What follows belongs to an exercise in optimizing a design on an open flow for small area; a production flow would make more cautious choices.
Where RTL was checked, it was by simulation tests only, not by an equivalence proof against the original.
Power is estimated from default activity; no workload was simulated.

## rapcore
module rapcore (
    input  wire SCK,
    input  wire CS,
    input  wire COPI,
    output wire CIPO,
    output wire CHARGEPUMP,
    input  wire [0:0] analog_cmp1,
    output wire [0:0] analog_out1,
    input  wire [0:0] analog_cmp2,
    output wire [0:0] analog_out2,
    output wire [0:0] PHASE_A1,
    output wire [0:0] PHASE_A2,
    output wire [0:0] PHASE_B1,
    output wire [0:0] PHASE_B2,
    output wire [0:0] PHASE_A1_H,
    output wire [0:0] PHASE_A2_H,
    output wire [0:0] PHASE_B1_H,
    output wire [0:0] PHASE_B2_H,
    input  wire [0:0] ENC_B,
    input  wire [0:0] ENC_A,
    output wire BUFFER_DTR,
    output wire MOVE_DONE,
    input  wire HALT,
    input  wire [0:0] STEPINPUT,
    input  wire [0:0] DIRINPUT,
    input  wire [0:0] ENINPUT,
    output wire [0:0] STEPOUTPUT,
    output wire [0:0] ENOUTPUT,
    output wire [0:0] DIROUTPUT,
    input  resetn_in,
    input  CLK
);
Size: roughly 3600 cells after synthesis, ~0.039 mm² of cells after synthesis.
Settings: LEC_CHECK=0, CAP_MARGIN=20, CORE_MARGIN=2, CORE_UTILIZATION=65, CTS_BUF_LIST=sky130_fd_sc_hd__clkbuf_8, CTS_CLUSTER_SIZE=25, SLEW_MARGIN=20; clock period 10.0 ns.
run.sh (not shown) runs the stock make flow with config.mk's settings and CLKGATE_MAP_FILE= SYNTH_SCRIPT=/design/flow/synth_recipe.tcl, a recipe that flattens the netlist after the stock synthesis.
Rerun with:
Settings changed: CTS_BUF_LIST sky130_fd_sc_hd__clkbuf_8 to default, CTS_CLUSTER_SIZE 25 to default.
After rerunning: Non-clock buffer count stays the same. First-iteration DRC count goes down by a few percent. Final area is higher slightly. Power grows by a little under a tenth. Global-route usage fell by 0.11 points. Final cell count fell by a few percent.
No run of this note included a check of the RTL's function; only the layout flow was run.

* * *

red:
Another version of the RTL of rapcore (not shown whole).
Size in the first run: about 3500 cells after synthesis, ~870 flip-flops, about 30 I/O pins, about 39000 um^2 of cells after synthesis.
// rapcore
module rapcore (
    input  wire SCK,
    input  wire CS,
    input  wire COPI,
    output wire CIPO,
    output wire CHARGEPUMP,
    input  wire [0:0] analog_cmp1,
    output wire [0:0] analog_out1,
    input  wire [0:0] analog_cmp2,
    output wire [0:0] analog_out2,
    output wire [0:0] PHASE_A1,
    output wire [0:0] PHASE_A2,
    output wire [0:0] PHASE_B1,
    output wire [0:0] PHASE_B2,
    output wire [0:0] PHASE_A1_H,
    output wire [0:0] PHASE_A2_H,
    output wire [0:0] PHASE_B1_H,
    output wire [0:0] PHASE_B2_H,
    input  wire [0:0] ENC_B,
    input  wire [0:0] ENC_A,
    output wire BUFFER_DTR,
    output wire MOVE_DONE,
    input  wire HALT,
    input  wire [0:0] STEPINPUT,
    input  wire [0:0] DIRINPUT,
    input  wire [0:0] ENINPUT,
    output wire [0:0] STEPOUTPUT,
    output wire [0:0] ENOUTPUT,
    output wire [0:0] DIROUTPUT,
    input  resetn_in,
    input  CLK
);
Settings: LEC_CHECK=0, CAP_MARGIN=20, CORE_MARGIN=2, CORE_UTILIZATION=65, CTS_BUF_LIST=sky130_fd_sc_hd__clkbuf_16, CTS_CLUSTER_DIAMETER=120, CTS_CLUSTER_SIZE=30, SLEW_MARGIN=20; clock period 10.0 ns.
Setup changes, red to blue
Settings: removing CTS_CLUSTER_DIAMETER (formerly 120); changing CTS_BUF_LIST from sky130_fd_sc_hd__clkbuf_16 to sky130_fd_sc_hd__clkbuf_8; changing CTS_CLUSTER_SIZE from 30 to 25.
### Flow results
For red and blue, there was not a single run that failed to finish clean. Per the comparison of blue with red, final instance area now larger; clock skew now larger; area growth from synthesis to layout now larger; via count of the first global-routing pass now larger; detailed-route wire length on metal 1 now larger.
--- input diff blue..green ---
Settings: changing CTS_CLUSTER_SIZE from 25 to 16; setting CTS_CLUSTER_DIAMETER to 70 for the first time.
==> summary.txt <==
green finished end to end and its layout was clean on timing, DRC and antenna. The standard cells in green occupy less silicon area than those in blue do. Reported for blue and green, number of hold-slack violations in the final timing report turned out identical to the last digit. Taking blue as the reference, in green clock tree cell share of total cell area decreased by 4.0 points relative to the old numbers; total chip power decreased by about 20% relative to the old numbers. Compared with blue, green shows a lower count of clock-net buffers in the final layout. Maximum frequency of green is on par with blue.

* * *

Setup of alpha:
Another version of the RTL of rapcore (not shown whole).
Size: roughly 3000 cells after synthesis, roughly 30 I/O pins, ~37000 um2 of cells after synthesis.
## rapcore
module rapcore (
    input  wire SCK,
    input  wire CS,
    input  wire COPI,
    output wire CIPO,
    output wire CHARGEPUMP,
    input  wire [0:0] analog_cmp1,
    output wire [0:0] analog_out1,
    input  wire [0:0] analog_cmp2,
    output wire [0:0] analog_out2,
    output wire [0:0] PHASE_A1,
    output wire [0:0] PHASE_A2,
    output wire [0:0] PHASE_B1,
    output wire [0:0] PHASE_B2,
    output wire [0:0] PHASE_A1_H,
    output wire [0:0] PHASE_A2_H,
    output wire [0:0] PHASE_B1_H,
    output wire [0:0] PHASE_B2_H,
    input  wire [0:0] ENC_B,
    input  wire [0:0] ENC_A,
    output wire BUFFER_DTR,
    output wire MOVE_DONE,
    input  wire HALT,
    input  wire [0:0] STEPINPUT,
    input  wire [0:0] DIRINPUT,
    input  wire [0:0] ENINPUT,
    output wire [0:0] STEPOUTPUT,
    output wire [0:0] ENOUTPUT,
    output wire [0:0] DIROUTPUT,
    input  resetn_in,
    input  CLK
);
Settings: LEC_CHECK=0, ABC_AREA=1, CAP_MARGIN=0, CORE_MARGIN=2, CORE_UTILIZATION=65, SLEW_MARGIN=0; clock period 10.0 ns.
standard.sh (not shown) runs the stock make flow with config.mk's settings and CLKGATE_MAP_FILE= SYNTH_SCRIPT=/design/flow/synth_recipe.tcl, a recipe that flattens the netlist after the stock synthesis.
==> flow/flow/run.sh <==
#!/bin/bash
# Layout flow: the standard synthesis; its combinational logic re-mapped by
# ABC for area (registers, adder cells and tie cells untouched); then the
# standard layout steps, with clock tree synthesis run without dummy loads.
set -euo pipefail
export CTS_ARGS="-sink_clustering_enable -repair_clock_nets -dont_use_dummy_load -sink_clustering_size 16 -sink_clustering_max_diameter 70 -buf_list sky130_fd_sc_hd__clkbuf_8"
bash standard.sh synth > synth.log 2>&1
R=orfs/results/sky130hd/rapcore/base
cp $R/1_2_yosys.v remap_in.v
export ABC_CONSTR=$PWD/orfs/objects/sky130hd/rapcore/base/abc.constr
yosys -c flow/remap.tcl > remap.log 2>&1
cp remap_out.v $R/1_2_yosys.v
bash standard.sh > layout.log 2>&1
Other scripts of this flow, unchanged in this note and not shown: flow/flow/remap.tcl
Input-level comparison between beta and alpha:
Settings: changing CORE_UTILIZATION from 65 to 75.
--- a/flow/flow/run.sh
+++ b/flow/flow/run.sh
@@ -5,0 +6 @@
+export BUFFER_PORTS_ARGS="-buffer_cell sky130_fd_sc_hd__buf_1"
## What came out
Re multi-input gate share of the layout cell area: beta is 0.23 points up on alpha. In the tables for beta and alpha, final estimated routing congestion in global placement reads lower with beta. Part of the cycle the worst path needs ends up higher on beta. alpha → beta: final worst setup slack now sits lower; static leakage decreased by about 0.46% relative to the old numbers; wire length on met1 fell by about 7%.
Changes in gamma relative to beta:
Settings: swapping 75 for 65 in CORE_UTILIZATION.
==> summary.txt <==
- Comparing beta against gamma, there is no change at all in max-cap check violation count.
- Going from beta to gamma, flop-to-flop setup slack grows by 0.07 ns.
- | non-filler instance count after layout | gamma vs beta | about 2.5% higher |
- Changes observed in gamma relative to beta: final instance area increased 0.31%; total power increased about 0.6%.
Changes in delta relative to gamma:
--- a/flow/flow/run.sh
+++ b/flow/flow/run.sh
@@ -7 +7 @@
-export CTS_ARGS="-sink_clustering_enable -repair_clock_nets -dont_use_dummy_load -sink_clustering_size 16 -sink_clustering_max_diameter 70 -buf_list sky130_fd_sc_hd__clkbuf_8"
+export CTS_ARGS="-sink_clustering_enable -repair_clock_nets -dont_use_dummy_load -sink_clustering_size 18 -sink_clustering_max_diameter 75 -buf_list sky130_fd_sc_hd__clkbuf_8"
Results
- Where overall routed net length is concerned, gamma is outperformed by delta.
- Compared with gamma, in delta area overhead of the layout relative to synthesis moved down, wire length of the first global-routing pass was more or less identical, clock-cell share of area now sits lower.

* * *

## run A
rapcore, a different RTL version from the one above (not shown whole).
For scale: about 3,000 cells after synthesis, roughly 30 I/O pins, about 36,000 um2 of cells after synthesis.
## rapcore
module rapcore (
    input  wire SCK,
    input  wire CS,
    input  wire COPI,
    output wire CIPO,
    output wire CHARGEPUMP,
    input  wire [0:0] analog_cmp1,
    output wire [0:0] analog_out1,
    input  wire [0:0] analog_cmp2,
    output wire [0:0] analog_out2,
    output wire [0:0] PHASE_A1,
    output wire [0:0] PHASE_A2,
    output wire [0:0] PHASE_B1,
    output wire [0:0] PHASE_B2,
    output wire [0:0] PHASE_A1_H,
    output wire [0:0] PHASE_A2_H,
    output wire [0:0] PHASE_B1_H,
    output wire [0:0] PHASE_B2_H,
    input  wire [0:0] ENC_B,
    input  wire [0:0] ENC_A,
    output wire BUFFER_DTR,
    output wire MOVE_DONE,
    input  wire HALT,
    input  wire [0:0] STEPINPUT,
    input  wire [0:0] DIRINPUT,
    input  wire [0:0] ENINPUT,
    output wire [0:0] STEPOUTPUT,
    output wire [0:0] ENOUTPUT,
    output wire [0:0] DIROUTPUT,
    input  resetn_in,
    input  CLK
);
==> flow/config.mk <==
export PLATFORM = sky130hd
export DESIGN_NAME = rapcore
export DESIGN_NICKNAME = rapcore
export VERILOG_FILES = /design/flow/design.v
export SDC_FILE = /design/flow/constraint.sdc
export NUM_CORES = 4
export LEC_CHECK = 0
export ABC_AREA = 1
export CAP_MARGIN = 0
export CORE_MARGIN = 2
export CORE_UTILIZATION = 65
export SLEW_MARGIN = 0
==> flow/constraint.sdc <==
create_clock -name core_clock -period 10.0 [get_ports {CLK}]
set_input_delay 2.0000 -clock core_clock [delete_from_list [all_inputs] [get_ports {CLK}]]
set_output_delay 2.0000 -clock core_clock [all_outputs]
set_load 0.01 [all_outputs]
==> flow/flow/run.sh <==
#!/bin/bash
# Layout flow: the standard synthesis; its combinational logic re-mapped by
# ABC for area (registers, adder cells and tie cells untouched); then the
# standard layout steps, with clock tree synthesis run without dummy loads.
set -euo pipefail
export BUFFER_PORTS_ARGS="-buffer_cell sky130_fd_sc_hd__buf_1"
export CTS_ARGS="-sink_clustering_enable -repair_clock_nets -dont_use_dummy_load -sink_clustering_size 16 -sink_clustering_max_diameter 70 -buf_list sky130_fd_sc_hd__clkbuf_8"
bash standard.sh synth > synth.log 2>&1
R=orfs/results/sky130hd/rapcore/base
cp $R/1_2_yosys.v remap_in.v
export ABC_CONSTR=$PWD/orfs/objects/sky130hd/rapcore/base/abc.constr
yosys -c flow/remap.tcl > remap.log 2>&1
cp remap_out.v $R/1_2_yosys.v
bash standard.sh > layout.log 2>&1
==> flow/flow/remap.tcl <==
# Re-map the combinational logic of the standard synthesis netlist with ABC
# for area. Flip-flops, adder cells and tie cells are kept as they are.
set lib $::env(FLOW_HOME)/platforms/sky130hd/lib/sky130_fd_sc_hd__tt_025C_1v80.lib
set dont_use {sky130_fd_sc_hd__lpflow_bleeder_1 sky130_fd_sc_hd__lpflow_clkbufkapwr_1 sky130_fd_sc_hd__lpflow_clkbufkapwr_16 sky130_fd_sc_hd__lpflow_clkbufkapwr_2 sky130_fd_sc_hd__lpflow_clkbufkapwr_4 sky130_fd_sc_hd__lpflow_clkbufkapwr_8 sky130_fd_sc_hd__lpflow_clkinvkapwr_1 sky130_fd_sc_hd__lpflow_clkinvkapwr_16 sky130_fd_sc_hd__lpflow_clkinvkapwr_2 sky130_fd_sc_hd__lpflow_clkinvkapwr_4 sky130_fd_sc_hd__lpflow_clkinvkapwr_8 sky130_fd_sc_hd__lpflow_decapkapwr_12 sky130_fd_sc_hd__lpflow_decapkapwr_3 sky130_fd_sc_hd__lpflow_decapkapwr_4 sky130_fd_sc_hd__lpflow_decapkapwr_6 sky130_fd_sc_hd__lpflow_decapkapwr_8 sky130_fd_sc_hd__lpflow_inputiso0n_1 sky130_fd_sc_hd__lpflow_inputiso0p_1 sky130_fd_sc_hd__lpflow_inputiso1n_1 sky130_fd_sc_hd__lpflow_inputiso1p_1 sky130_fd_sc_hd__lpflow_inputisolatch_1 sky130_fd_sc_hd__lpflow_isobufsrc_1 sky130_fd_sc_hd__lpflow_isobufsrc_16 sky130_fd_sc_hd__lpflow_isobufsrc_2 sky130_fd_sc_hd__lpflow_isobufsrc_4 sky130_fd_sc_hd__lpflow_isobufsrc_8 sky130_fd_sc_hd__lpflow_isobufsrckapwr_16 sky130_fd_sc_hd__lpflow_lsbuf_lh_hl_isowell_tap_1 sky130_fd_sc_hd__lpflow_lsbuf_lh_hl_isowell_tap_2 sky130_fd_sc_hd__lpflow_lsbuf_lh_hl_isowell_tap_4 sky130_fd_sc_hd__lpflow_lsbuf_lh_isowell_4 sky130_fd_sc_hd__lpflow_lsbuf_lh_isowell_tap_1 sky130_fd_sc_hd__lpflow_lsbuf_lh_isowell_tap_2 sky130_fd_sc_hd__lpflow_lsbuf_lh_isowell_tap_4 sky130_fd_sc_hd__probe_p_8 sky130_fd_sc_hd__probec_p_8 }
set du_args {}
foreach c $dont_use { lappend du_args -dont_use $c }
yosys read_liberty -ignore_miss_func $lib
yosys setattr -mod -set keep_hierarchy 1 sky130_fd_sc_hd__fa_1 sky130_fd_sc_hd__ha_1
yosys setattr -mod -set blackbox 1 sky130_fd_sc_hd__dfxtp_1 sky130_fd_sc_hd__edfxtp_1 sky130_fd_sc_hd__conb_1
yosys read_verilog remap_in.v
yosys hierarchy -top rapcore
yosys flatten
yosys opt_clean
yosys abc -liberty $lib {*}$du_args -constr $::env(ABC_CONSTR) -D 10000 -script "+strash;dc2;&get,-n;&st;&dch,-f;&nf,-a,-R,1000;&put;topo;stime,-c;buffer,-c;dnsize,-c"
yosys setattr -mod -set blackbox 1 sky130_fd_sc_hd__fa_1 sky130_fd_sc_hd__ha_1
yosys splitnets
yosys opt_clean -purge
yosys hilomap -singleton -hicell sky130_fd_sc_hd__conb_1 HI -locell sky130_fd_sc_hd__conb_1 LO
yosys insbuf -buf sky130_fd_sc_hd__buf_4 A X
yosys opt_clean -purge
yosys tee -o remap_stat.txt stat -liberty $lib
yosys write_verilog -noattr -nohex -nodec remap_out.v
The final layout from run A, which completed every stage, passed the timing, design-rule and antenna checks at the end of the flow.
Edits applied to the flow inputs when going from run A to run B:
--- a/flow/flow/remap.tcl
+++ b/flow/flow/remap.tcl
@@ -12,5 +12,5 @@
 yosys flatten
 yosys opt_clean
-yosys abc -liberty $lib {*}$du_args -constr $::env(ABC_CONSTR) -D 10000 -script "+strash;dc2;&get,-n;&st;&dch,-f;&nf,-a,-R,1000;&put;topo;stime,-c;buffer,-c;dnsize,-c"
+yosys abc -liberty $lib {*}$du_args -constr $::env(ABC_CONSTR) -D 10000 -script "+strash;dc2;&get,-n;&st;&dch;&nf,-a;&put;topo;stime,-c;buffer,-c;upsize,-c;dnsize,-c"
 yosys setattr -mod -set blackbox 1 sky130_fd_sc_hd__fa_1 sky130_fd_sc_hd__ha_1
 yosys splitnets
[summary]
Run B: share of total power in the clock network higher than run A
Via count of the first global-routing pass was higher in the run labelled run B.
In run B, time the worst path needs with I/O delays and setup is lower than in run A.
> inputs changed (run B -> run C)
--- a/flow/flow/remap.tcl
+++ b/flow/flow/remap.tcl
@@ -12,5 +12,5 @@
 yosys flatten
 yosys opt_clean
-yosys abc -liberty $lib {*}$du_args -constr $::env(ABC_CONSTR) -D 10000 -script "+strash;dc2;&get,-n;&st;&dch;&nf,-a;&put;topo;stime,-c;buffer,-c;upsize,-c;dnsize,-c"
+yosys abc -liberty $lib {*}$du_args -constr $::env(ABC_CONSTR) -D 10000 -script "+strash;dc2;&get,-n;&st;&dch;&nf,-a;&put;topo;stime,-c;buffer,-c;dnsize,-c"
 yosys setattr -mod -set blackbox 1 sky130_fd_sc_hd__fa_1 sky130_fd_sc_hd__ha_1
 yosys splitnets
Findings:
Run C vs. run B: global-route met2 utilization -1.3 points; share of total power in the clock network now sits lower; global routing met1 resource utilization higher.
Between run C and run B, the met3 routing resource usage after global routing is higher for run B.
Between run C and run B, the total power of the final layout does not differ in any meaningful way.
There was hardly any difference in count of vias placed by the detailed router between run B and run C.
Diff run B..run C | core utilization | negligible
Run C gives less die outline area than run B did.
~same wire length of the first global-routing pass in run C and run B
Run B -> run C: logic depth of the worst register-to-register path delta 0, exact match
Relative to run C, the following input files were edited for run D:
--- a/flow/flow/remap.tcl
+++ b/flow/flow/remap.tcl
@@ -12,5 +12,5 @@
 yosys flatten
 yosys opt_clean
-yosys abc -liberty $lib {*}$du_args -constr $::env(ABC_CONSTR) -D 10000 -script "+strash;dc2;&get,-n;&st;&dch;&nf,-a;&put;topo;stime,-c;buffer,-c;dnsize,-c"
+yosys abc -liberty $lib {*}$du_args -constr $::env(ABC_CONSTR) -D 10000 -script "+strash;dc2;&get,-n;&st;&dch;&nf,-a;&put;topo;dnsize"
 yosys setattr -mod -set blackbox 1 sky130_fd_sc_hd__fa_1 sky130_fd_sc_hd__ha_1
 yosys splitnets
Notes after the runs:
Diff run D..run C | number of max-cap violations | negligible. Run D vs. run C: largest net degree at the start of global routing flat, final area flat, total wirelength of the detailed-routed design down 0.84%. Compared with run C, run D shows a higher final critical delay including setup and external delays. met3 usage of run C is on par with run D. NOTE: synthesized cell count in run D falls short of that of run C. Instance area at placement: run D vs run C, no meaningful difference. On buffering overhead, run C and run D are basically level.

static timing again, ports no longer ideal:
No port has a modelled driver above. Below, the same layouts with a new extraction and two added sets of constraints. Step 1 assumes that a clkbuf_16 drives the clock port and a buf_2 every other input. Step 2 also shifts input and output timing later by t, the mid clock arrival at the registers, as if the neighbouring blocks saw the same clock. a / b / c = no drivers / after step 1 / after step 2; a / b = the first two.
| run | t (ns) | setup slack, ns | slew at the worst register clock pin (ns) | cell pins on the clock port's net |
|---|---|---|---|---|
| the first run of note 1 | 0.833 | 0.878 / 0.878 / 0.878 | 0.06 / 0.06 | 1 |
| the second run of note 1 | 0.693 | 0.839 / 0.839 / 0.839 | 0.06 / 0.06 | 1 |
| red | 0.653 | 0.729 / 0.729 / 0.729 | 0.12 / 0.12 | 1 |
| blue | 0.829 | 0.730 / 0.730 / 0.730 | 0.06 / 0.06 | 1 |
| green | 0.774 | 0.727 / 0.727 / 0.727 | 0.11 / 0.11 | 1 |
| alpha | 0.759 | 0.932 / 0.932 / 0.932 | 0.11 / 0.11 | 1 |
| beta | 0.740 | 0.833 / 0.833 / 0.833 | 0.11 / 0.11 | 1 |
| gamma | 0.756 | 0.908 / 0.908 / 0.908 | 0.11 / 0.11 | 1 |
| delta | 0.747 | 0.899 / 0.899 / 0.899 | 0.12 / 0.12 | 1 |
| run A | 0.766 | 0.828 / 0.828 / 0.828 | 0.11 / 0.11 | 1 |
| run B | 0.760 | 0.970 / 0.970 / 0.970 | 0.11 / 0.11 | 1 |
| run C | 0.758 | 0.987 / 0.987 / 0.987 | 0.11 / 0.11 | 1 |
| run D | 0.752 | 0.761 / 0.761 / 0.761 | 0.11 / 0.11 | 1 |
After both steps every run listed still meets setup and hold.
